Context: an optimization exercise on an open-source flow, tuned for small area. The choices shown serve that exercise and are no tape-out recipe.
At most, simulation tests tie the RTL to the original design; equivalence was not proved.
The RTL of run 2 was laid out without a check of its function.
Power is estimated from default activity; no workload was simulated.

==> flow/design.v <==
`timescale 1ns / 1ps
module lab4_2(
	input [3:0] userID,
	input CLK,
	input rst,
	input team,
	input [1:0] mode,
	output reg [7:0] numPlyLP,
	output reg [7:0] numPlyCF,
	output reg teamWng,
	output reg capWngLP,
	output reg capWngCF,
	output reg findRes,
	output reg [3:0] listOut,
	output reg listMode
    );
reg [2:0] a [0:4];	 
reg [3:0] b [0:4];	 
reg [2:0] pos;		 
reg [2:0] cntA, cntB;	 
wire logout = (mode == 2'd0);
wire login  = (mode == 2'd1);
wire find   = (mode == 2'd2);
wire list   = (mode == 2'd3);
integer i;
reg [4:0] fullA, fullB, eqA, eqB, wrA, wrB;
reg [2:0] popA, popB;
reg anyA, anyB, freeA, freeB;
always @* begin
	for (i = 0; i < 5; i = i + 1) begin
		fullA[i] = |a[i];
		fullB[i] = b[i][3];
		eqA[i] = (a[i] == userID[2:0]) & ~userID[3];
		eqB[i] = (b[i] == userID);
	end
	anyA = |eqA;
	anyB = |eqB;
	freeA = ~&fullA;
	freeB = ~&fullB;
	popA = fullA[0] + fullA[1] + fullA[2] + fullA[3] + fullA[4];
	popB = fullB[0] + fullB[1] + fullB[2] + fullB[3] + fullB[4];
	wrA = ~fullA & {&fullA[3:0], &fullA[2:0], &fullA[1:0], fullA[0], 1'b1};
	wrB = ~fullB & {&fullB[3:0], &fullB[2:0], &fullB[1:0], fullB[0], 1'b1};
end
wire tOK   = (team == userID[3]);
wire addA  = login & tOK & ~team & ~anyA & freeA;
wire addB  = login & tOK &  team & ~anyB & freeB;
wire delA  = logout & ~team & (userID != 4'd0);
wire delB  = logout &  team & (userID != 4'd0);
reg [3:0] sel;
always @* begin
	sel = team ? b[0] : {1'b0, a[0]};
	case (pos)
		3'd1: sel = team ? b[1] : {1'b0, a[1]};
		3'd2: sel = team ? b[2] : {1'b0, a[2]};
		3'd3: sel = team ? b[3] : {1'b0, a[3]};
		3'd4: sel = team ? b[4] : {1'b0, a[4]};
		default: ;
	endcase
end
always @(posedge CLK) begin
	if (rst) begin
		for (i = 0; i < 5; i = i + 1) begin
			a[i] <= 3'd0;
			b[i] <= 4'd0;
		end
		pos <= 3'd0;
		cntA <= 3'd0;
		cntB <= 3'd0;
		capWngLP <= 1'b1;
		capWngCF <= 1'b1;
		listOut <= 4'd0;
		teamWng <= 1'b0;
		findRes <= 1'b0;
		listMode <= 1'b0;
	end else begin
		cntA <= popA;
		cntB <= popB;
		teamWng <= login & ~tOK;
		findRes <= find & (team ? anyB : anyA);
		listMode <= list;
		pos <= (list && pos != 3'd4) ? pos + 3'd1 : 3'd0;
		if (list)
			listOut <= sel;
		for (i = 0; i < 5; i = i + 1) begin
			if (addA & wrA[i])
				a[i] <= userID[2:0];
			else if (delA & eqA[i])
				a[i] <= 3'd0;
			if (addB & wrB[i])
				b[i] <= userID;
			else if (delB & eqB[i])
				b[i] <= 4'd0;
		end
		if (addA)
			capWngLP <= (popA == 3'd4);
		else if (delA & anyA & (popA == 3'd1))
			capWngLP <= 1'b1;
		if (addB)
			capWngCF <= (popB == 3'd4);
		else if (delB & anyB & (popB == 3'd1))
			capWngCF <= 1'b1;
	end
end
always @* begin
	numPlyLP = {5'd0, cntA};
	numPlyCF = {5'd0, cntB};
end
endmodule
==> flow/run.sh <==
#!/bin/bash
# synth_recipe.tcl (not shown) runs the flow's synth.tcl, then flattens the netlist and writes it again
# the make line also repeats each setting of config.mk as NAME=value (left out here)
make -C /OpenROAD-flow-scripts/flow DESIGN_CONFIG=/design/flow/config.mk WORK_HOME=/design/flow/orfs CLKGATE_MAP_FILE= SYNTH_SCRIPT=/design/flow/synth_recipe.tcl finish
==> flow/config.mk <==
export PLATFORM = sky130hd
export DESIGN_NAME = lab4_2
export DESIGN_NICKNAME = lab4_2
export VERILOG_FILES = /design/flow/design.v
export SDC_FILE = /design/flow/constraint.sdc
export NUM_CORES = 4
export LEC_CHECK = 0
export CAP_MARGIN = 20
export CORE_MARGIN = 2
export CORE_UTILIZATION = 40
export SLEW_MARGIN = 20
==> flow/constraint.sdc <==
create_clock -name core_clock -period 15.0 [get_ports {CLK}]
set_input_delay 3.0000 -clock core_clock [delete_from_list [all_inputs] [get_ports {CLK}]]
set_output_delay 3.0000 -clock core_clock [all_outputs]
set_load 0.01 [all_outputs]
==> impl_metrics.ini, run 1 <==
[run_status]
status = no timing/DRC/antenna violations

[critical_path]
path_cells = clkdlybuf4s50_1 > inv_1 > nor4_2 > a21oi_1 > nand2_1 > mux2i_1
r2r_end = capWngLP
cp_data_required_time_ps = 15180
worst_r2r_path_depth = 11
startpoint_type = primary input
r2r_start = a[0][0]
r2r_setup_slack_ps = 12290
end_kind = flop
critPathTopFamily = buffers and inverters
crit_buf_inv = 2
path_class = primary input to flop
path_max_fanout = 20
worstPathArrival_ps = 5650
worst_path_largest_cell_delay_ps = 1000
crit_path_top_delay_cell = clkdlybuf4s50_1

[yosys]
syn-cell-area_sq_um = 3220
yosysTopAreaCell = dfxtp_1
yosysMostFrequentCell = dfxtp_1
synth.cells.most_frequent = 53 x dfxtp_1, 34 x nand2_1, 28 x xor2_1
synth.area.top_cells = dfxtp_1 33%, xor2_1 7.6%, mux2i_1 7.5%
netlist_instances = 346
synth_seq_cells = 53
synthArstFlopShare_pct = 0
yosys_warnings = 3
syn-mean-instance-area_sq_um = 9.30
ys_seq_area_share_pct = 33.0
netlist.area_leader.share_pct = 33.0
synth_ff_type = dfxtp_1
ys_types = 54
synth_edf_count = 0

[global_route]
grt_first_pass_wirelength_mm = 12.8
grt_overflow = 0
grt_max_degree = 36
grt_util_all_layers_pct = 18.8
antenna_found_initial = 0
grt_pass1_vias = 2456

[floorplanning]
die_height_um = 93.7
rows = 32
initial_core_util_pct = 41.4
io_pins = 34
dieArea_sq_um = 8780
coreArea_sq_um = 7770
chipWidth_um = 93.7

[place]
place_area_sq_um = 3450
dp_hpwl_mm = 5.80
place.gp.congestion = 0.790
dp.cells = 456
place.port_buffers = 23

[finish]
fillers = 769
area_growth_pct = 9.65
instances_no_fill = 462
stdcell_area_sq_um = 3530
nets = 385
drive_gt1_share_pct = 7.78
diodes = 0

[timing]
tightest_slew_ps = 931
fmax_mhz = 183
setup_violations = 0
setup_tns_ps = 0
hold_viol_final = 0
fin_crit_sh_pct = 36.4
period_minus_slack_ps = 5470
hold_ws_ps = 465
rsz0062_at_grt = no
drv_slew = 0
slew_headroom_pct = 37.4
skew_ps = 6.58

[hold_path]
hp-start = listOut[3]
whs_endpoint = listOut[3]
worstHoldPathType = flop to flop
hold_path_depth = 2

[clock_network]
clk-insertion-delay-late_ps = 310
cts_sinks = 53
postCtsHoldBufs = 0
cts.clk_slew.worst_paths_ps = 90
htreeDepth = 2
cts-root-buf = clkbuf_8
postCtsSetupBuffers = 0
cts_buffers = 5
ctsLongestPathBuffers = 2
cts_tree = yes
cts_resized = 0

[detailed_routing]
firstDrtPassIters = 4
drt-wirelength-per-cell_um = 16.8
ant_nets = 0
drt_iter0_drc = 149
vias = 2531
drt_drc_violations_left = 0
viasPerCell = 5.48
drt_wl_total_mm = 7.78

[pwr]
irDropWorstVdd_uv = 30.1
power_mw = 0.255
p_leak_nw = 1.44
powerDensity_nw_per_um2 = 72.3

[run]
drv_cap = 0
-- worst min-delay path, delay by kind of cell (launching register included) --
family          cells  cell delay [ps]
compound gates      1               50
flops               1              320
simple gates        1               50
-- metrics by stage --
stage | setup WS, ps | util, %
2_1_floorplan | 10590 | -
3_3_place_gp | 9320 | 44.5
3_5_place_dp | 9160 | 44.5
4_1_cts | 9510 | 45.4
5_1_grt | 9240 | 45.4
6_report | 9530 | 45.4
-- where the power goes --
| group | internal (mW) | total [mW] | switching, mW |
|---|---|---|---|
| Clock | 0.0309 | 0.0769 | 0.0460 |
| Sequential | 0.142 | 0.144 | 0.00132 |
| Combinational | 0.0125 | 0.0347 | 0.0222 |
-- logic make-up (layout without fill, tap and decap cells) --
family          Yosys count  in the layout  share of synthesized area [%]
buf+inv                  35             40                           6.22
fa+ha+maj                15             15                           6.77
other cells               1             10                          0.117
xor+xnor                 36             36                           10.0
simple gates            125            125                           23.1
compound gates           53             53                           11.9
flops                    53             53                           33.0
mux                      28             28                           8.87
-- cell usage in the layout (no fill, tap or decap), types with 5 or more instances in the layout --
cell              n
dfxtp_1          53
nand2_1          34
xor2_1           28
mux2i_1          24
clkdlybuf4s50_1  23
nor2_1           19
a21oi_1          19
nor3_1           17
a22o_1           12
ha_1             11
inv_1            10
nor4_1           10
conb_1           10
nor2b_1           9
xnor2_1           7
nand2b_1          5
clkbuf_8          5
-- layout make-up --
class	instances	area, sq um	area share [%]
clock buffer	5	68.8	1.95
multi-input combinational	267	1990	56.4
clock inverter	1	5.00	0.142
timing repair buffer	24	238	6.74
tap	102	128	3.62
inverter	10	37.5	1.06
sequential	53	1060	30.1
-- registers in the layout, summed over array words and instances (netlist names) --
register  flops
b            20
pos           3
findRes       1
teamWng       1
a            15
cntA          3
listOut       4
capWngLP      1
cntB          3
capWngCF      1
listMode      1
-- worst max path at each step --
stage / endpoint / startpoint / depth (start not counted) / slack [ps]
global route: b[2][2] / team / 6 / 9240
floorplan: capWngCF / mode[0] / 6 / 10590
global placement: b[2][2] / team / 6 / 9320
detailed placement: b[2][0] / team / 6 / 9160
finish: b[2][0] / team / 6 / 9530
CTS: b[2][0] / team / 6 / 9510
-- metal layers --
layer	vias up	share of wire (%)	GRT usage [%]
met5	-	0	0
met4	0	0.87	4.35
met3	7	4.3	3.13
met2	50	49	31.9
met1	1238	45	25.1
li1	1236	-	-
==> run 2, diff against run 1 <==
==> flow/design.v (replaced) <==
`timescale 1ns / 1ps
module lab4_2(
	input[3:0] userID, 
	input CLK, 
	input rst,
	input team,
	input [1:0] mode,
	output reg  [7:0] numPlyLP,
	output reg  [7:0] numPlyCF,
	output reg  teamWng,
	output reg capWngLP,
	output reg capWngCF,
	output reg findRes,
	output reg [3:0] listOut,
	output reg  listMode
    );
reg [3:0] logicPlayers [4:0]; 
reg [3:0] cengPlayers [4:0]; 
integer i; 
integer j;	 
integer flag;
integer index;
integer countLP;
integer countCF;
always@(posedge CLK)
begin
if(rst)
begin
	for(i=0;i<=4;i=i+1)
	begin
		logicPlayers[i]=4'b0000;
		cengPlayers[i]=4'b0000;
	end
	numPlyLP = 0;
	numPlyCF = 0;
	capWngLP = 1;
	capWngCF = 1;
	j = 0;
	listOut=0;
	countLP=0;
	countCF=0;
	findRes = 0;
	teamWng = 0;
	listMode = 0;
end
else
begin
index = -1;
flag = 0;
findRes = 0;	
teamWng = 0;
listMode=0;
numPlyLP=countLP;
numPlyCF=countCF;
	if(mode==2'b00)  
	begin
		j=0; 
		if(team == 0)  
		begin
			for(i = 0; i <= 4; i = i + 1) 
			begin
				if(logicPlayers[i] == userID && userID != 4'b0000) 
				begin
					logicPlayers[i] = 4'b0000;
					countLP = countLP- 1; 
					if(countLP == 0) 
					begin
						capWngLP = 1;
					end
				end
			end
		end
		else  
		begin
			for(i = 0; i <= 4; i = i + 1) 
			begin
				if(cengPlayers[i] == userID && userID != 4'b0000) 
				begin
					cengPlayers[i] = 4'b0000;
					countCF = countCF - 1; 
					if(countCF == 0) 
					begin
						capWngCF = 1;
					end
				end
			end
		end
	end
	else if(mode==2'b01)  
	begin
		j=0; 
		if(team != userID[3])  
		begin
			teamWng = 1;
		end
		else
		begin
			if(team == 0)  
			begin
				for(i = 0; i < 5; i = i + 1) 
				begin
					if(logicPlayers[i] == 4'b0000) 
					begin
						index = (index >= 0) ? index : i;
					end
				end
				for(i = 0; i < 5; i = i + 1) 
				begin
					if(logicPlayers[i] == userID)
					begin
						flag = 1;  
					end
				end
				if((flag == 0) && (index >= 0))  
				begin
					logicPlayers[index] = userID;
					countLP = countLP + 1;
					if((countLP == 5) || (countLP == 0))
					begin
						capWngLP = 1;
					end
					else if((countLP < 5) && (countLP > 0))
					begin
						capWngLP = 0;
					end
				end
			end
			else  
			begin
				for(i = 0; i <= 4; i = i + 1)
				begin
					if(cengPlayers[i] == 4'b0000)
					begin
						index = (index >= 0) ? index : i;
					end
				end
				for(i = 0; i <= 4; i = i + 1)
				begin
					if(cengPlayers[i] == userID)
					begin
						flag = 1;  
					end
				end
				if((flag == 0) && (index >= 0))  
				begin
					cengPlayers[index] = userID;
					countCF = countCF + 1;
					if((countCF == 5) || (countCF == 0))
					begin
						capWngCF = 1;
					end
					else if((countCF < 5) && (countCF > 0))
					begin
						capWngCF = 0;
					end
				end
			end
		end
	end
	else if(mode==2'b10)  
	begin
		j=0; 
		if(team==0)
		begin
			for(i=0;i<=4;i=i+1)
			begin
				if(logicPlayers[i]==userID)  
				begin
					findRes=1;
				end
			end
		end
		else
		begin
			for(i=0;i<=4;i=i+1)
			begin
				if(cengPlayers[i]==userID)  
				begin
					findRes=1;
				end
			end
		end
	end
	else if(mode == 2'b11)  
	begin
		listMode=1;
		if(team==0) 
		begin
			listOut = logicPlayers[j];
			j = (j == 4) ? 0: j + 1;
		end
		else 
		begin
			listOut = cengPlayers[j];
			j = (j == 4) ? 0: j + 1;
		end
	end
end
end
endmodule
==> run 2 against run 1 <==
Effect of this change:
- worst setup slack worse by 5900 ps
- global-route usage grew 9.9 points
- largest cell class unchanged
- largest power group is now combinational logic
- synthesized cell count increased to 10 times the previous value
==> impl_metrics.ini, run 2 <==
[critical_path]
path_max_fanout = 19
end_kind = flop
crit_path_top_delay_cell = a2111oi_0
r2r_setup_slack_ps = 6510
crit_path_start = userID[0]
worst_path_largest_cell_delay_ps = 850
crit_cells = 24
cp_data_required_time_ps = 15400
crit_end = capWngCF
r2r_start = cengPlayers[0][0]
startpoint_type = primary input
worst_r2r_path_depth = 22
path_cells = clkdlybuf4s50_1 > buf_4 > xnor2_1 > and4_1 > a21oi_1 > nor2_1 > ha_1 > inv_1 > nor3_1 > o21ai_0 > o32ai_1 > nor2_1 > o211ai_1 > nand4_1 > or3_1 > or4_1 > a211oi_2 > nand3_1 > xnor2_1 > a2111oi_0 > nand4_1 > a2111oi_0 > o2111ai_1 > o31ai_1
crit_buf_inv = 3
path_class = primary input to flop
r2r_end = capWngCF
worstPathArrival_ps = 11740
critPathTopFamily = simple AND/OR/NAND/NOR gates

[finish]
mostFrequentLayoutCell = nor2_1
final_cell_mix = 432 x nor2_1, 290 x xnor2_1, 257 x nand2_1
area_growth_pct = 5.36
utilization_pct = 42.3
diodes = 0
nets = 3452
drive_gt1_share_pct = 5.23

[place]
place.port_buffers = 33
place.gp.congestion = 0.998
dpl_worst_slack_ps = 3330
dp_hpwl_mm = 71.9

[detailed_routing]
drt_iter0_drc = 3491
dr_wl_met2_mm = 39.3
drt-wirelength-per-cell_um = 22.0
drt_drc_violations_left = 0
firstDrtPassIters = 6
wl_met3_mm = 8.09
drt_wl_total_mm = 92.5
highest_layer = met4
ant_nets = 0
viasPerCell = 6.57
drt-met1-wl_mm = 41.6
vias = 27600

[pwr]
powerDensity_nw_per_um2 = 80.1
p_leak_nw = 8.52
irDropWorstVdd_uv = 92.1

[yosys]
synth_ff_type = dfxtp_1
synthArstFlopShare_pct = 0
synth_seq_cells = 161
yosys_warnings = 3
yosysTopAreaCell = dfxtp_1
ys_seq_area_share_pct = 13.4
syn-mean-instance-area_sq_um = 6.79
synth.cells.most_frequent = 434 x nor2_1, 290 x xnor2_1, 257 x nand2_1
netlist_instances = 3552
synth_edf_count = 0
ys_types = 104
yosysMostFrequentCell = nor2_1
syn-cell-area_sq_um = 24100
synth.area.top_cells = dfxtp_1 13%, xnor2_1 11%, nor2_1 6.8%
netlist.area_leader.share_pct = 13.4

[global_route]
grt_max_degree = 97
grt_util_all_layers_pct = 28.7
antenna_found_initial = 0
grt_pass1_vias = 24700
grt_overflow = 0
grt_first_pass_wirelength_mm = 144

[timing]
setup_tns_ps = 0
skew_ps = 18.6
slew_headroom_pct = 27.4
hold_viol_final = 0
tightest_slew_ps = 1080
worst_slack_ps = 3660
fin_crit_sh_pct = 75.6
rsz0062_at_grt = no
hold_ws_ps = 511
period_minus_slack_ps = 11340
setup_violations = 0
fmax_mhz = 88.2
drv_slew = 0

[floorplanning]
coreArea_sq_um = 60000
die_height_um = 250
chipWidth_um = 250
initial_core_util_pct = 40.2
rows = 90
io_pins = 34
dieArea_sq_um = 62300

[clock_network]
cts_resized = 0
postCtsHoldBufs = 0
postCtsSetupBuffers = 0
cts_tree = yes
cts_sinks = 161
clk-insertion-delay-late_ps = 480
cts-root-buf = clkbuf_16
ctsLongestPathBuffers = 2
cts_buffers = 17
cts.clk_slew.worst_paths_ps = 80
htreeDepth = 4

[run]
drv_cap = 0

[hold_path]
worstHoldPathType = flop to flop

[run_status]
status = no timing/DRC/antenna violations
## run 2: cell count changes in the layout (fill, tap and decap cells not counted), sizes merged, moves of 108 or more
cell,previous run,this run
nand2,34,258
nor4,17,134
dfxtp,53,161
nand3,6,193
nor2,20,436
o21ai,2,174
nor3,18,185
nand4,4,141
xnor2,7,290
xor2,29,140
a21oi,20,177
## run 2: worst min-delay path by stage
stage / slack, ps / end / cells after the start / start
final: 510 / j[15] / 2 / j[15]
after global routing: 530 / logicPlayers[2][3] / 1 / logicPlayers[2][3]
after CTS: 510 / listOut[1] / 2 / listOut[1]
after detailed placement: 500 / listOut[1] / 2 / listOut[1]
after global placement: 480 / listOut[1] / 2 / listOut[1]
after floorplan: 470 / j[15] / 2 / j[15]
## run 2: power by group
part | switching, mW | total, mW | internal, mW
logic | 0.763 | 1.13 | 0.366
clock network | 0.218 | 0.455 | 0.237
registers | 0.0162 | 0.450 | 0.434
total | 0.997 | 2.03 | 1.04
## run 2: cell families after synthesis
kind of cell	Yosys count	synth area share (%)
DFF	161	13.4
adders and majority gates	34	1.76
buffers and inverters	285	4.75
muxes	47	2.00
and+or+nand+nor	1781	39.1
AOI/OAI and AO/OA	808	22.8
xor gates and xnor gates	436	16.2
## run 2: tightest hold or removal path, cell delays in order (launching register included)
cell     delay [ps]
dfxtp_1         330
o21ai_0          70
a21oi_1          60
## run 2: final cells by class
cell class,count,area [sq um]
Clock buffer,17,425
Clock inverter,15,173
Fill cell,6372,34600
Inverter,49,184
Multi-Input combinational cell,3106,19800
Sequential cell,161,3220
Tap cell,782,978
Timing Repair Buffer,74,636
## run 2: through the flow
stage | area [sq um] | power (mW) | std cells
detailed placement | 24800 | 1.55 | 4172
finish | 25400 | 2.03 | 4204
global placement | 24800 | 1.55 | 4172
floorplan | 24100 | 1.28 | 3552
CTS | 25400 | 2.01 | 4204
global route | 25400 | 2.15 | 4204
## run 2: routing by layer
layer / vias up / global-route usage (%)
li1: 13000 / -
met1: 13000 / 40.9
met2: 1428 / 43.4
met3: 201 / 4.30
met4: 0 / 10.9
met5: - / 0
==> run 3, diff against run 2 <==
==> flow/design.v (replaced) <==
`timescale 1ns / 1ps
module lab4_2(
	input [3:0] userID,
	input CLK,
	input rst,
	input team,
	input [1:0] mode,
	output reg [7:0] numPlyLP,
	output reg [7:0] numPlyCF,
	output reg teamWng,
	output reg capWngLP,
	output reg capWngCF,
	output reg findRes,
	output reg [3:0] listOut,
	output reg listMode
    );
reg [2:0] a [0:4];	 
reg [3:0] b [0:4];	 
reg [2:0] pos;		 
reg [3:0] lst;		 
reg capA, capB;		 
reg [1:0] cmd_mode;	 
reg cmd_team;
reg [3:0] cmd_id;
wire logout = (cmd_mode == 2'd0);
wire login  = (cmd_mode == 2'd1);
wire find   = (cmd_mode == 2'd2);
wire list   = (cmd_mode == 2'd3);
wire tOK    = (cmd_team == cmd_id[3]);
wire nz     = |cmd_id[2:0];
function [2:0] pop5(input [4:0] x);
	reg s1, c1, s2, c2;
	begin
		s1 = x[0] ^ x[1] ^ x[2];
		c1 = (x[0] & x[1]) | (x[0] & x[2]) | (x[1] & x[2]);
		s2 = x[3] ^ x[4] ^ s1;
		c2 = (x[3] & x[4]) | (x[3] & s1) | (x[4] & s1);
		pop5 = {c1 & c2, c1 ^ c2, s2};
	end
endfunction
integer i;
reg [2:0] m [0:4];	 
reg [4:0] occA, occB, hit, feA, feB;
reg [2:0] popA, popB, sel;
always @* begin
	for (i = 0; i < 5; i = i + 1) begin
		occA[i] = |a[i];
		occB[i] = b[i][3];
		m[i] = cmd_team ? b[i][2:0] : a[i];
		hit[i] = (m[i] == cmd_id[2:0]) & (cmd_team ? b[i][3] : 1'b1);
	end
	popA = pop5(occA);
	popB = pop5(occB);
	feA = ~occA & {&occA[3:0], &occA[2:0], &occA[1:0], occA[0], 1'b1};
	feB = ~occB & {&occB[3:0], &occB[2:0], &occB[1:0], occB[0], 1'b1};
	case (pos)
		3'd1: sel = m[1];
		3'd2: sel = m[2];
		3'd3: sel = m[3];
		3'd4: sel = m[4];
		default: sel = m[0];
	endcase
end
wire anyHit = tOK & |hit;		 
wire freeA  = ~&occA;
wire freeB  = ~&occB;
wire addA   = login & tOK & ~cmd_team & nz & ~anyHit & freeA;
wire addB   = login & tOK &  cmd_team & ~anyHit & freeB;
wire delA   = logout & tOK & ~cmd_team & nz;
wire delB   = logout & tOK &  cmd_team;
wire bit3   = cmd_team & b[pos][3];
wire [4:0] wrA   = {5{addA & ~rst}} & feA;
wire [4:0] wrB   = {5{addB & ~rst}} & feB;
wire [4:0] keepA = ~({5{delA}} & hit | {5{rst}});
wire [4:0] keepB = ~({5{delB}} & hit | {5{rst}});
always @* begin
	numPlyLP = {5'd0, popA};
	numPlyCF = {5'd0, popB};
	teamWng  = login & ~tOK;
	findRes  = find & (anyHit | (~tOK & cmd_team & ~nz & freeB));
	listMode = list;
	listOut  = list ? {bit3, sel} : lst;
	capWngLP = addA ? (popA == 3'd4) : (capA | (delA & anyHit & (popA == 3'd1)));
	capWngCF = addB ? (popB == 3'd4) : (capB | (delB & anyHit & (popB == 3'd1)));
end
always @(posedge CLK) begin
	cmd_team <= team;
	cmd_id <= userID;
	for (i = 0; i < 5; i = i + 1) begin
		a[i] <= ({3{wrA[i]}} & cmd_id[2:0]) | ({3{keepA[i]}} & a[i]);
		b[i] <= ({4{wrB[i]}} & cmd_id) | ({4{keepB[i]}} & b[i]);
	end
	if (rst) begin
		pos <= 3'd0;
		lst <= 4'd0;
		capA <= 1'b1;
		capB <= 1'b1;
		cmd_mode <= 2'd0;
	end else begin
		cmd_mode <= mode;
		pos <= (list && pos != 3'd4) ? pos + 3'd1 : 3'd0;
		lst <= listOut;
		capA <= capWngLP;
		capB <= capWngCF;
	end
end
endmodule
==> flow/flow/run.sh (new file) <==
#!/bin/bash
# The standard layout (the standard.sh, whole), with the port buffers
# that ORFS inserts made the smallest buffer cell instead of the one the
# resizer picks by default. The make output goes to flow_make.log here.
set -euo pipefail
cd "$(dirname "$0")/.."
bash standard.sh "BUFFER_PORTS_ARGS=-buffer_cell sky130_fd_sc_hd__buf_1" finish > flow_make.log 2>&1
==> flow/standard.sh (new file) <==
#!/bin/bash
# synth_recipe.tcl (not shown) runs the flow's synth.tcl, then flattens the netlist and writes it again
# the make line also repeats each setting of config.mk as NAME=value (left out here)
make -C /OpenROAD-flow-scripts/flow DESIGN_CONFIG=/design/flow/config.mk WORK_HOME=/design/flow/orfs CLKGATE_MAP_FILE= SYNTH_SCRIPT=/design/flow/synth_recipe.tcl "${@:-finish}"
removed: flow/run.sh
==> run 3 against run 2 <==
Effect of this change:
- utilization grew 1.6 points
- die area decreased by 87%
- area after synthesis shrank 88%
- via count decreased by 91%
- design area fell by 88%
- wire length shrank 92%
==> impl_metrics.ini, run 3 <==
[finish]
area_growth_pct = 6.75
regMostFlops = b
largest_reg_flops = 20
diodes = 0
drive_gt1_share_pct = 5.43
fillers = 741
final_cell_mix = 62 x nand2_1, 51 x dfxtp_1, 23 x buf_1
nets = 392
mostFrequentLayoutCell = nand2_1

[place]
place.gp.congestion = 0.837
dp_hpwl_mm = 5.50
dpl_worst_slack_ps = 9220
place.port_buffers = 23

[timing]
rsz0062_at_grt = no
tightest_slew_ps = 873
drv_slew = 0
fmax_mhz = 165
skew_ps = 5.85
slew_headroom_pct = 41.7
hold_viol_final = 0
setup_tns_ps = 0
worst_slack_ps = 8920
period_minus_slack_ps = 6080
setup_violations = 0
fin_crit_sh_pct = 40.5

[detailed_routing]
viasPerCell = 5.38
drt_wl_total_mm = 7.43
ant_nets = 0
drt_drc_violations_left = 0
vias = 2513
drt_iter0_drc = 188
firstDrtPassIters = 4
drt-wirelength-per-cell_um = 15.9

[clock_network]
cts_buffers = 5
cts_resized = 0
postCtsHoldBufs = 0
clk-insertion-delay-late_ps = 310
cts_sinks = 51
htreeDepth = 2
cts.clk_slew.worst_paths_ps = 90
postCtsSetupBuffers = 0
cts_tree = yes
cts-root-buf = clkbuf_8
ctsLongestPathBuffers = 2

[global_route]
grt_max_degree = 33
grt_util_all_layers_pct = 19.0
grt_overflow = 0
grt_pass1_vias = 2368
grt_first_pass_wirelength_mm = 12.4
antenna_found_initial = 0

[critical_path]
r2r_start = cmd_team
end_kind = primary output
cp_data_required_time_ps = 12000
path_class = flop to primary output
worst_r2r_path_depth = 6
startpoint_type = flop
path_max_fanout = 6
r2r_end = b[4][3]
worstPathArrival_ps = 3080
r2r_setup_slack_ps = 12190

[yosys]
ys_types = 53
ys_seq_area_share_pct = 34.4
synth_seq_cells = 51
synthArstFlopShare_pct = 0
synth.cells.most_frequent = 62 x nand2_1, 51 x dfxtp_1, 22 x o21ai_0
syn-mean-instance-area_sq_um = 8.45
synth_ff_type = dfxtp_1
netlist.area_leader.share_pct = 34.4
synth.area.top_cells = dfxtp_1 34%, nand2_1 7.8%, mux2i_1 6.1%
syn-cell-area_sq_um = 2970
yosysMostFrequentCell = nand2_1
yosysTopAreaCell = dfxtp_1
netlist_instances = 351
synth_edf_count = 0
yosys_warnings = 4

[floorplanning]
dieArea_sq_um = 8120
chipWidth_um = 90.1
io_pins = 34
die_height_um = 90.1
rows = 31
coreArea_sq_um = 7210
initial_core_util_pct = 41.1

[run_status]
status = no timing/DRC/antenna violations

[pwr]
powerDensity_nw_per_um2 = 77.4
p_leak_nw = 1.20
irDropWorstVdd_uv = 27.3

[hold_path]
worstHoldPathType = flop to flop
whs_endpoint = lst[0]
hp-start = lst[0]
hold_path_depth = 2

[run]
drv_cap = 0
==> run 3: worst max-delay path by stage <==
stage                       start       end  slack (ps)  cells after the start
after floorplan           a[0][2]  capWngLP        9380                      7
after global placement    a[0][2]  capWngLP        9300                      8
after detailed placement  a[0][2]  capWngLP        9220                      8
after CTS                 a[0][2]  capWngLP        8880                      8
after global routing      a[0][2]  capWngLP        8780                      8
final                     a[0][2]  capWngLP        8920                      8
==> run 3: layout make-up <==
class | count | area (sq um) | area share [%]
Multi-Input combinational cell | 265 | 1750 | 55.4
Sequential cell | 51 | 1020 | 32.2
Tap cell | 99 | 124 | 3.91
Timing Repair Buffer | 27 | 116 | 3.67
Clock buffer | 5 | 68.8 | 2.17
Inverter | 17 | 63.8 | 2.02
Clock inverter | 3 | 20.0 | 0.632
==> run 3: routing by layer <==
| metal | global-route usage (%) | routed length, um | share of wire (%) | vias to the layer above |
|---|---|---|---|---|
| li1 | - | - | - | 1247 |
| met1 | 26.2 | 3600 | 48 | 1185 |
| met2 | 29.6 | 3290 | 44 | 69 |
| met3 | 2.85 | 337 | 4.5 | 12 |
| met4 | 8.21 | 197 | 2.7 | 0 |
| met5 | 0 | 0 | 0 | - |
==> run 3: critical path: stages, from the launching register on <==
cell and delay [ps]:
dfxtp_1 350, or3_1 500, fa_1 520, fa_1 380, ha_1 310, nor4b_1 310
a21oi_1 100, mux2i_1 130, buf_1 170
==> run 3: cells by family after synthesis <==
family / Yosys count / share of synthesized area [%]
adder cells (fa/ha/maj): 16 / 7.76
AND/OR/NAND/NOR: 123 / 20.6
flip-flops: 51 / 34.4
XOR/XNOR: 18 / 5.31
buffers and inverters: 44 / 7.89
multiplexers: 18 / 6.07
AO/OA/AOI/OAI: 80 / 17.8
other: 1 / 0.126
==> run 3: report_power, final <==
part	switching (mW)	internal, mW
clock	0.0475	0.0325
combinational	0.0167	0.00787
sequential	0.00376	0.137
total	0.0679	0.177
==> run 3: per-stage QoR <==
| stage | power, mW | instance area [sq um] | utilization (%) | hold WS (ps) | std cells |
|---|---|---|---|---|---|
| finish | 0.245 | 3170 | 43.9 | 467 | 467 |
| global placement | 0.168 | 3080 | 42.7 | 443 | 459 |
| floorplan | 0.164 | 3000 | - | 425 | 360 |
| detailed placement | 0.168 | 3080 | 42.7 | 451 | 459 |
| global route | 0.257 | 3170 | 43.9 | 499 | 467 |
| CTS | 0.247 | 3170 | 43.9 | 469 | 467 |
==> run 4, diff against run 3 <==
==> flow/run.sh (new file) <==
#!/bin/bash
# synth_recipe.tcl (not shown) runs the flow's synth.tcl, then flattens the netlist and writes it again
# the make line also repeats each setting of config.mk as NAME=value (left out here)
make -C /OpenROAD-flow-scripts/flow DESIGN_CONFIG=/design/flow/config.mk WORK_HOME=/design/flow/orfs CLKGATE_MAP_FILE= SYNTH_SCRIPT=/design/flow/synth_recipe.tcl finish
removed: flow/flow/run.sh
removed: flow/standard.sh
==> run 4 against run 3 <==
Effect of this change:
- cell count shrank 0.21%
- die area did not move
- critical path type unchanged
- clock skew rose by 7.3 ps
- critical path depth is the same
- wire length grew 4.3%
- non-clock buffer count is 1 lower
- register-to-register slack got worse by 50 ps
- largest cell class unchanged
==> impl_metrics.ini, run 4 <==
[run_status]
status = no timing/DRC/antenna violations

[finish]
final_cell_mix = 62 x nand2_1, 51 x dfxtp_1, 23 x clkdlybuf4s50_1
largest_reg_flops = 20
mostFrequentLayoutCell = nand2_1
nets = 391
area_growth_pct = 11.7
drive_gt1_share_pct = 4.90
regMostFlops = b
diodes = 0

[yosys]
netlist_instances = 351
synthArstFlopShare_pct = 0
synthMuxAreaShare_pct = 6.07
synth.area.top_cells = dfxtp_1 34%, nand2_1 7.8%, mux2i_1 6.1%
synth_adder_area_share_pct = 7.76
yosysMostFrequentCell = nand2_1
synth.cells.most_frequent = 62 x nand2_1, 51 x dfxtp_1, 22 x o21ai_0
yosys.area_share.simple_pct = 20.6
synth_edf_count = 0
yosys_warnings = 4
netlist.area_leader.share_pct = 34.4
synth_top_family_by_area = simple AND/OR/NAND/NOR gates
syn-cell-area_sq_um = 2970
synth_seq_cells = 51
yosysTopAreaCell = dfxtp_1
synth_xor_area_share_pct = 5.31
ys_seq_area_share_pct = 34.4
ys_types = 53
synth_compound_area_share_pct = 17.8
syn-mean-instance-area_sq_um = 8.45
synth_ff_type = dfxtp_1

[global_route]
grt_pass1_vias = 2480
antenna_found_initial = 0
grt_overflow = 0
grt_first_pass_wirelength_mm = 12.6
grt_util_all_layers_pct = 19.3
grt_max_degree = 33

[detailed_routing]
viasPerCell = 5.48
ant_nets = 0
drt_wl_total_mm = 7.75
vias = 2555
firstDrtPassIters = 5
drt_iter0_drc = 192
drt-wirelength-per-cell_um = 16.6
drt_drc_violations_left = 0

[timing]
fmax_mhz = 154
worst_slack_ps = 8510
setup_violations = 0
drv_slew = 0
period_minus_slack_ps = 6490
skew_ps = 13.2
rsz0062_at_grt = no
fin_crit_sh_pct = 43.3
slew_headroom_pct = 43.5
hold_viol_final = 0
setup_tns_ps = 0
tightest_slew_ps = 845

[floorplanning]
initial_core_util_pct = 41.1
io_pins = 34
rows = 31
die_height_um = 90.1
chipWidth_um = 90.1
dieArea_sq_um = 8120
coreArea_sq_um = 7210

[clock_network]
cts_buffers = 5
cts.clk_slew.worst_paths_ps = 90
cts-root-buf = clkbuf_8
clk-insertion-delay-late_ps = 300
cts_sinks = 51
cts_resized = 0
ctsLongestPathBuffers = 2
postCtsHoldBufs = 0
postCtsSetupBuffers = 0
cts_tree = yes
htreeDepth = 2

[pwr]
irDropWorstVdd_uv = 33.2
powerDensity_nw_per_um2 = 76.9
power_mw = 0.255
p_leak_nw = 1.27

[place]
dp_hpwl_mm = 5.71
place.gp.congestion = 0.809
place.port_buffers = 23
dpl_worst_slack_ps = 8840

[critical_path]
path_max_fanout = 6
path_cells = or3_1 > fa_1 > fa_1 > ha_1 > nor4b_1 > a21oi_1 > mux2i_1 > clkdlybuf4s50_1
worst_path_largest_cell_delay_ps = 560
path_class = flop to primary output
crit_path_top_delay_cell = clkdlybuf4s50_1
cp_data_required_time_ps = 12000
cp_common_cell = fa_1
end_kind = primary output
startpoint_type = flop
worstPathArrival_ps = 3490

[run]
drv_cap = 0

[hold_path]
worstHoldPathType = flop to flop
## run 4: final cells by class
type	instances	area [sq um]
clock buffer	8	100
fill	717	3900
inverter	17	63.8
multi-input combinational	265	1750
sequential	51	1020
tap	99	124
timing repair buffer	26	253
## run 4: cells by family (layout without fill, tap and decap cells)
group / count (synthesis) / in the layout
simple gates: 123 / 123
other cells: 1 / 10
xor+xnor: 18 / 18
flops: 51 / 51
compound gates: 80 / 80
mux: 18 / 18
fa+ha+maj: 16 / 16
buf+inv: 44 / 51
## run 4: per-layer routing
| layer | vias to the layer above | GRT usage, % | part of all wire [%] | wire [um] |
|---|---|---|---|---|
| li1 | 1249 | - | - | - |
| met1 | 1211 | 25.8 | 48 | 3690 |
| met2 | 82 | 31.6 | 45 | 3490 |
| met3 | 13 | 3.52 | 5.3 | 413 |
| met4 | 0 | 6.15 | 2.1 | 159 |
| met5 | - | 0 | 0 | 0 |
## run 4: path summary, 6_finish.rpt
| path | start | depth (start not counted) | slack, ps | end |
|---|---|---|---|---|
| max | a[0][2] | 8 | 8510 | capWngLP |
| min | lst[0] | 2 | 460 | lst[0] |
| max reg2reg | cmd_id[3] | 6 | 12140 | b[4][3] |
| min reg2reg | lst[0] | 2 | 460 | lst[0] |
## run 4: report_power, final
part / internal, mW / total [mW] / switching [mW]
Sequential: 0.137 / 0.141 / 0.00381
Combinational: 0.0101 / 0.0271 / 0.0171
Clock: 0.0422 / 0.0870 / 0.0448
## run 4: critical path, delay by kind of cell (launching register included)
kind | cells | cell delay [ps]
adders and majority gates | 3 | 1210
and+or+nand+nor | 2 | 820
buffers and inverters | 1 | 560
DFF | 1 | 350
muxes | 1 | 150
AOI/OAI and AO/OA | 1 | 100
## run 4: through the flow
stage	util, %	hold slack [ps]	cells	area [sq um]
final	45.9	465	466	3310
after global routing	45.9	499	466	3310
after CTS	45.9	467	466	3310
after detailed placement	44.6	451	458	3210
after global placement	44.6	448	458	3210
after floorplan	-	425	360	3000
==> run 5, diff against run 4 <==
==> flow/flow/run.sh (new file) <==
#!/bin/bash
# Own layout flow: the standard flow, with two changes.
#  1. After the standard synthesis (standard.sh, unchanged), the combinational
#     logic of its netlist is mapped again by ABC with an area-oriented script
#     (flow/area.abc); the registers (and their names), the full-adder cells
#     and the tie cell are kept as the standard synthesis made them.
#  2. The port buffers that ORFS inserts use the smallest buffer cell.
# Each tool's output goes to a log file of its own in the work folder.
set -euo pipefail
cd "$(dirname "$0")/.."
W=$PWD
R=$W/orfs/results/sky130hd/lab4_2/base
LIB=$FLOW_HOME/platforms/sky130hd/lib/sky130_fd_sc_hd__tt_025C_1v80.lib
YOSYS=$FLOW_HOME/../tools/install/yosys/bin/yosys
[ -x "$YOSYS" ] || YOSYS=yosys

bash standard.sh synth > make_synth.log 2>&1
cp $R/1_2_yosys.v $W/standard_synth.v

cat > $W/remap.ys <<EOS
read_liberty -ignore_miss_func $LIB
blackbox sky130_fd_sc_hd__dfxtp_1 sky130_fd_sc_hd__fa_1 sky130_fd_sc_hd__conb_1
read_verilog $W/standard_synth.v
hierarchy -top $FLOW_TOP
flatten
rename -hide w:*.*
opt_clean -purge
abc -script $W/flow/area.abc -liberty $LIB -dont_use *probe* -dont_use *lpflow*
opt_clean -purge
stat -liberty $LIB
write_verilog -noattr -nohex -nodec $W/remapped.v
EOS
$YOSYS -l $W/remap_yosys.log -s $W/remap.ys > /dev/null 2>&1

# the remapped netlist replaces the synthesis result; make then rebuilds
# 1_synth.odb from it and runs the rest of the flow
cp $W/remapped.v $R/1_2_yosys.v
touch $R/1_2_yosys.v
bash standard.sh "BUFFER_PORTS_ARGS=-buffer_cell sky130_fd_sc_hd__buf_1" finish > make_finish.log 2>&1
==> flow/flow/area.abc (new file) <==
strash
dch
amap
strash
dch
amap
strash
dch
amap
==> flow/standard.sh (new file) <==
#!/bin/bash
# synth_recipe.tcl (not shown) runs the flow's synth.tcl, then flattens the netlist and writes it again
# the make line also repeats each setting of config.mk as NAME=value (left out here)
make -C /OpenROAD-flow-scripts/flow DESIGN_CONFIG=/design/flow/config.mk WORK_HOME=/design/flow/orfs CLKGATE_MAP_FILE= SYNTH_SCRIPT=/design/flow/synth_recipe.tcl "${@:-finish}"
removed: flow/run.sh
==> run 5 against run 4 <==
Effect of this change:
- total power grew 5.0%
- combinational power is essentially flat
- hold slack gained 3.9 ps
- critical endpoint unchanged
- design area shrank 17%
- non-clock buffer count shrank 2
- sequential share of layout area grew 6.3 points
- clock-buffer cell count shrank 2
- still clean
- critical path depth grew 5
- largest cell class unchanged
- sequential power is essentially flat
- maximum frequency shrank 13%
==> impl_metrics.ini, run 5 <==
[timing]
skew_ps = 10.6
setup_violations = 0
slew_headroom_pct = 41.5
period_minus_slack_ps = 7470
tightest_slew_ps = 875
rsz0062_at_grt = no
fmax_mhz = 134
drv_slew = 0
setup_tns_ps = 0
worst_slack_ps = 7530
hold_viol_final = 0
fin_crit_sh_pct = 49.8
hold_ws_ps = 469

[finish]
mostFrequentLayoutCell = dfxtp_1
final_cell_mix = 51 x dfxtp_1, 49 x clkinv_1, 43 x nor2_1
fillers = 626
seqCellArea_sq_um = 1020
diodes = 0
drive_gt1_share_pct = 2.56
area_growth_pct = 14.0
multi_input_area_sq_um = 1240
regMostFlops = b
largest_reg_flops = 20
nets = 364

[clock_network]
ctsLongestPathBuffers = 2
postCtsHoldBufs = 0
cts_buffers = 5
cts_tree = yes
cts-root-buf = clkbuf_8
cts_sinks = 51
clk-insertion-delay-late_ps = 310
cts_resized = 0
htreeDepth = 2
postCtsSetupBuffers = 0
cts.clk_slew.worst_paths_ps = 100

[yosys]
syn-mean-instance-area_sq_um = 7.76
netlist_instances = 311
syn-cell-area_sq_um = 2410
yosys_warnings = 4

[floorplanning]
initial_core_util_pct = 41.0
chipWidth_um = 81.7
dieArea_sq_um = 6670
coreArea_sq_um = 5890
die_height_um = 81.7
io_pins = 34
rows = 28

[critical_path]
end_kind = primary output
path_class = flop to primary output
startpoint_type = flop
worstPathArrival_ps = 4470
worst_path_largest_cell_delay_ps = 820
path_cells = clkinv_1 > o22ai_1 > a22oi_1 > o21ai_0 > a2111oi_0 > nor3_1 > nand2_1 > nor4_1 > clkinv_1 > nor3_1 > a41oi_1 > o21ai_0 > buf_1
path_max_fanout = 22
critPathTopFamily = simple AND/OR/NAND/NOR gates
crit_buf_inv = 3
crit_path_top_delay_cell = dfxtp_1
cp_data_required_time_ps = 12000

[detailed_routing]
drt_drc_violations_left = 0
dr_wl_met2_mm = 2.97
wl_met3_um = 461
ant_nets = 0
vias = 2407
drt-wirelength-per-cell_um = 15.7
drt-met1-wl_mm = 3.16
drt_iter0_drc = 182
highest_layer = met4
firstDrtPassIters = 4
drt_wl_total_mm = 6.72
viasPerCell = 5.64

[pwr]
powerDensity_nw_per_um2 = 97.2
p_leak_nw = 0.924
irDropWorstVdd_uv = 62.2

[hold_path]
worstHoldPathType = flop to flop

[run]
drv_cap = 0

[global_route]
antenna_found_initial = 0
grt_overflow = 0
grt_max_degree = 23
grt_util_all_layers_pct = 21.3
grt_first_pass_wirelength_mm = 10.7
grt_pass1_vias = 2151

[run_status]
status = no timing/DRC/antenna violations

[place]
place.gp.congestion = 0.928
place.port_buffers = 23
dpl_worst_slack_ps = 7980
dp_hpwl_mm = 5.09
## run 5: per-layer routing
metal,vias to the layer above,track usage (%)
met1,1092,29.2
met2,110,33.3
met3,14,4.51
li1,1191,-
met5,-,0
met4,0,7.17
## run 5: area by class of cell
cell class,instances,area share [%]
clock buffers,6,3.00
clock inverters,2,1.27
inverters,49,6.68
multi-input cells,220,45.1
flip-flops and latches,51,37.1
well taps,75,3.41
repair buffers,24,3.41
## run 5: worst paths after layout
kind / startpoint / endpoint / slack, ps / depth (start not counted)
worst min register to register: b[0][1] / b[0][1] / 470 / 2
worst max-delay path: cmd_team / capWngLP / 7530 / 13
worst max register to register: cmd_team / a[3][0] / 10830 / 11
worst min-delay path: b[0][1] / b[0][1] / 470 / 2
## run 5: metrics by stage
stage / total power [mW] / utilization [%] / instances / cell area (sq um)
after floorplan: 0.161 / - / 320 / 2450
after global placement: 0.170 / 44.8 / 419 / 2640
after detailed placement: 0.170 / 44.8 / 419 / 2640
after CTS: 0.268 / 46.8 / 427 / 2750
after global routing: 0.277 / 46.8 / 427 / 2750
final: 0.267 / 46.8 / 427 / 2750
## run 5: worst reg2reg max path, cell delays in order (launching register included)
cell and delay [ps]:
dfxtp_1 820, clkinv_1 720, o22ai_1 390, a22oi_1 130, o21ai_0 90, a2111oi_0 100, nor3_1 240, nand2_1 190
nor4_1 550, clkinv_1 310, or3_1 400, o22ai_1 160
## run 5: power by group
part	total, mW	leakage (nW)	internal (mW)	switching (mW)
combinational	0.0268	0.450	0.00809	0.0187
clock	0.0999	0.0612	0.0540	0.0459
sequential	0.141	0.414	0.137	0.00327
==> run 6, diff against run 5 <==
--- a/flow/design.v
+++ b/flow/design.v
@@ -16,7 +16,7 @@
     );
 reg [2:0] a [0:4];	 
 reg [3:0] b [0:4];	 
-reg [2:0] pos;		 
+reg [4:1] pos;		 
 reg [3:0] lst;		 
 reg capA, capB;		 
 reg [1:0] cmd_mode;	 
@@ -42,6 +42,7 @@
 reg [2:0] m [0:4];	 
 reg [4:0] occA, occB, hit, feA, feB;
 reg [2:0] popA, popB, sel;
+wire pos0 = ~|pos;
 always @* begin
 	for (i = 0; i < 5; i = i + 1) begin
 		occA[i] = |a[i];
@@ -53,13 +54,9 @@
 	popB = pop5(occB);
 	feA = ~occA & {&occA[3:0], &occA[2:0], &occA[1:0], occA[0], 1'b1};
 	feB = ~occB & {&occB[3:0], &occB[2:0], &occB[1:0], occB[0], 1'b1};
-	case (pos)
-		3'd1: sel = m[1];
-		3'd2: sel = m[2];
-		3'd3: sel = m[3];
-		3'd4: sel = m[4];
-		default: sel = m[0];
-	endcase
+	sel = {3{pos0}} & m[0];
+	for (i = 1; i < 5; i = i + 1)
+		sel = sel | ({3{pos[i]}} & m[i]);
 end
 wire anyHit = tOK & |hit;		 
 wire freeA  = ~&occA;
@@ -68,7 +65,7 @@
 wire addB   = login & tOK &  cmd_team & ~anyHit & freeB;
 wire delA   = logout & tOK & ~cmd_team & nz;
 wire delB   = logout & tOK &  cmd_team;
-wire bit3   = cmd_team & b[pos][3];
+wire bit3   = cmd_team & |({pos, pos0} & occB);
 wire [4:0] wrA   = {5{addA & ~rst}} & feA;
 wire [4:0] wrB   = {5{addB & ~rst}} & feB;
 wire [4:0] keepA = ~({5{delA}} & hit | {5{rst}});
@@ -91,14 +88,14 @@
 		b[i] <= ({4{wrB[i]}} & cmd_id) | ({4{keepB[i]}} & b[i]);
 	end
 	if (rst) begin
-		pos <= 3'd0;
+		pos <= 4'd0;
 		lst <= 4'd0;
 		capA <= 1'b1;
 		capB <= 1'b1;
 		cmd_mode <= 2'd0;
 	end else begin
 		cmd_mode <= mode;
-		pos <= (list && pos != 3'd4) ? pos + 3'd1 : 3'd0;
+		pos <= list ? {pos[3:1], pos0} : 4'd0;
 		lst <= listOut;
 		capA <= capWngLP;
 		capB <= capWngCF;
--- a/flow/flow/run.sh
+++ b/flow/flow/run.sh
@@ -5,6 +5,8 @@
 #     (flow/area.abc); the registers (and their names), the full-adder cells
 #     and the tie cell are kept as the standard synthesis made them.
 #  2. The port buffers that ORFS inserts use the smallest buffer cell.
+#  3. Clock tree synthesis uses clkbuf_8 cells and no dummy loads.
+#  4. The constant outputs share one tie cell.
 # Each tool's output goes to a log file of its own in the work folder.
 set -euo pipefail
 cd "$(dirname "$0")/.."
@@ -36,4 +38,6 @@
 # 1_synth.odb from it and runs the rest of the flow
 cp $W/remapped.v $R/1_2_yosys.v
 touch $R/1_2_yosys.v
-bash standard.sh "BUFFER_PORTS_ARGS=-buffer_cell sky130_fd_sc_hd__buf_1" finish > make_finish.log 2>&1
+bash standard.sh "BUFFER_PORTS_ARGS=-buffer_cell sky130_fd_sc_hd__buf_1" \
+  "CTS_ARGS=-sink_clustering_enable -repair_clock_nets -dont_use_dummy_load -buf_list sky130_fd_sc_hd__clkbuf_8" \
+  SKIP_REPAIR_TIE_FANOUT=1 finish > make_finish.log 2>&1
==> flow/flow/area.abc (replaced) <==
strash
dch
amap
strash
dch
amap
strash
dch
amap
strash
dch
amap
strash
dch
amap
strash
dch
amap
==> run 6 against run 5 <==
Effect of this change:
- still clean
- clock-buffer cell count decreased by 1
- sequential share of layout area increased by 2.2 points
- global-route usage increased by 0.52 points
- maximum frequency increased by 4.6%
- sequential cell count increased by 1
- first-iteration DRC count decreased by 9.9%
- wire length decreased by 2.3%
- combinational power about the same
- design area decreased by 3.6%
- highest routed layer unchanged
==> impl_metrics.ini, run 6 <==
[pwr]
power_mw = 0.243
irDropWorstVdd_uv = 47.4
powerDensity_nw_per_um2 = 91.6
p_leak_nw = 0.865

[detailed_routing]
drt_drc_violations_left = 0
ant_nets = 0
vias = 2296
drt_iter0_drc = 164
viasPerCell = 5.59
firstDrtPassIters = 4
drt-wirelength-per-cell_um = 16.0
drt_wl_total_mm = 6.56

[timing]
skew_ps = 21.2
fin_crit_sh_pct = 47.6
tightest_slew_ps = 753
setup_violations = 0
period_minus_slack_ps = 7150
setup_tns_ps = 0
fmax_mhz = 140
worst_slack_ps = 7850
hold_viol_final = 0
drv_slew = 0
hold_ws_ps = 473
rsz0062_at_grt = no
slew_headroom_pct = 48.5

[floorplanning]
dieArea_sq_um = 6630
initial_core_util_pct = 41.0
io_pins = 34
die_height_um = 81.4
coreArea_sq_um = 5850
rows = 28
chipWidth_um = 81.4

[global_route]
grt_first_pass_wirelength_mm = 10.7
grt_max_degree = 25
grt_util_all_layers_pct = 21.8
grt_pass1_vias = 2181
antenna_found_initial = 0
grt_overflow = 0

[place]
place.gp.congestion = 0.924
dp.cells = 406
dp_hpwl_mm = 5.08
place_area_sq_um = 2580
dpl_worst_slack_ps = 8260
place.port_buffers = 23

[critical_path]
path_class = flop to primary output
crit_end = capWngCF
worstPathArrival_ps = 4150
worst_r2r_path_depth = 12
crit_path_start = cmd_team
path_max_fanout = 24
r2r_setup_slack_ps = 10570
r2r_end = b[3][0]
r2r_start = cmd_team
end_kind = primary output
cp_data_required_time_ps = 12000
startpoint_type = flop

[clock_network]
cts_sinks = 52
cts-root-buf = clkbuf_8
ctsLongestPathBuffers = 2
postCtsSetupBuffers = 0
cts_buffers = 5
cts.clk_slew.worst_paths_ps = 100
cts_resized = 0
cts_tree = yes
htreeDepth = 2
postCtsHoldBufs = 0
clk-insertion-delay-late_ps = 320

[finish]
stdcell_area_sq_um = 2650
nets = 351
drive_gt1_share_pct = 1.79
final_cell_mix = 59 x clkinv_1, 54 x o22ai_1, 52 x dfxtp_1
mostFrequentLayoutCell = clkinv_1
diodes = 0
instances_no_fill = 411
fillers = 599
regMostFlops = b
largest_reg_flops = 20
utilization_pct = 45.3
area_growth_pct = 10.7

[yosys]
syn-cell-area_sq_um = 2400
syn-mean-instance-area_sq_um = 7.80
netlist_instances = 307
yosys_warnings = 4

[run_status]
status = no timing/DRC/antenna violations

[run]
drv_cap = 0

[hold_path]
worstHoldPathType = flop to flop
==> run 6: worst min-delay path by stage <==
| stage | from | end | slack [ps] | cells after the start |
|---|---|---|---|---|
| 2_1_floorplan | b[3][0] | b[3][0] | 440 | 2 |
| 3_3_place_gp | b[3][0] | b[3][0] | 460 | 2 |
| 3_5_place_dp | b[4][1] | b[4][1] | 460 | 2 |
| 4_1_cts | b[4][1] | b[4][1] | 470 | 2 |
| 5_1_grt | b[2][2] | b[2][2] | 500 | 2 |
| 6_report | b[3][0] | b[3][0] | 470 | 2 |
==> run 6: where the power goes <==
group          internal (mW)  switching (mW)
clock network         0.0302          0.0422
registers              0.140         0.00345
logic                0.00844          0.0185
total                  0.179          0.0642
==> run 6: layer usage <==
layer  share of wire, %  up-vias  wire length [um]  GRT usage, %
li1                   -     1160                 -             -
met2                 47       66              3070          34.9
met4                2.7        0               178          9.32
met5                  0        -                 0             0
met3                4.5       19               297          4.33
met1                 46     1051              3020          28.5
==> run 6: area by class of cell <==
class / count / area [sq um] / share of cell area (%)
clock buffer: 5 / 68.8 / 2.59
multi-input combinational: 196 / 1130 / 42.7
tap: 75 / 93.8 / 3.54
timing repair buffer: 24 / 93.8 / 3.54
sequential: 52 / 1040 / 39.2
inverter: 59 / 221 / 8.35
==> run 6: worst max-delay path, cell delays in order (launching register included) <==
cell and delay, ps:
dfxtp_1 740, clkinv_1 700, o22ai_1 440, clkinv_1 130, o22ai_1 150, a2111oi_0 110, nor3_1 250, nand2_1 170
nor4_1 380, clkinv_1 230, nor3_1 220, a21oi_1 50, o21ai_0 90, buf_1 170

port drivers added, routing unchanged:
How much do the figures lean on ideal ports? The routed layouts below were timed once more, with nothing changed but the port constraints.
Step 1 sets driving cells, clkbuf_16 on the clock port and buf_2 on the other inputs (assumed; they add their load-dependent delay and slew).
Step 2 adds t to the input delays and takes it off the output delays; t is the mean of the earliest and latest rising clock arrival at the registers after step 1. Input paths then give back, and output paths get back, about the clock's delay inside the block.
Slacks: ideal ports / drivers / drivers and shift; pairs: ideal ports / drivers.
run	shift t [ns]	setup WS [ns]	cell pins on the clock port's net
run 1	0.336	9.533 / 9.539 / 9.203	1
run 2	0.522	3.661 / 3.691 / 3.169	1
run 3	0.341	8.922 / 8.891 / 9.232	1
run 4	0.329	8.510 / 8.478 / 8.807	1
run 5	0.328	7.526 / 7.499 / 7.827	1
run 6	0.333	7.855 / 7.826 / 8.159	1
After both steps setup and hold are still met in every run listed. For run 2, which loses most, drivers alone change the setup slack by +0.030 ns; drivers and shift together by -0.492 ns.
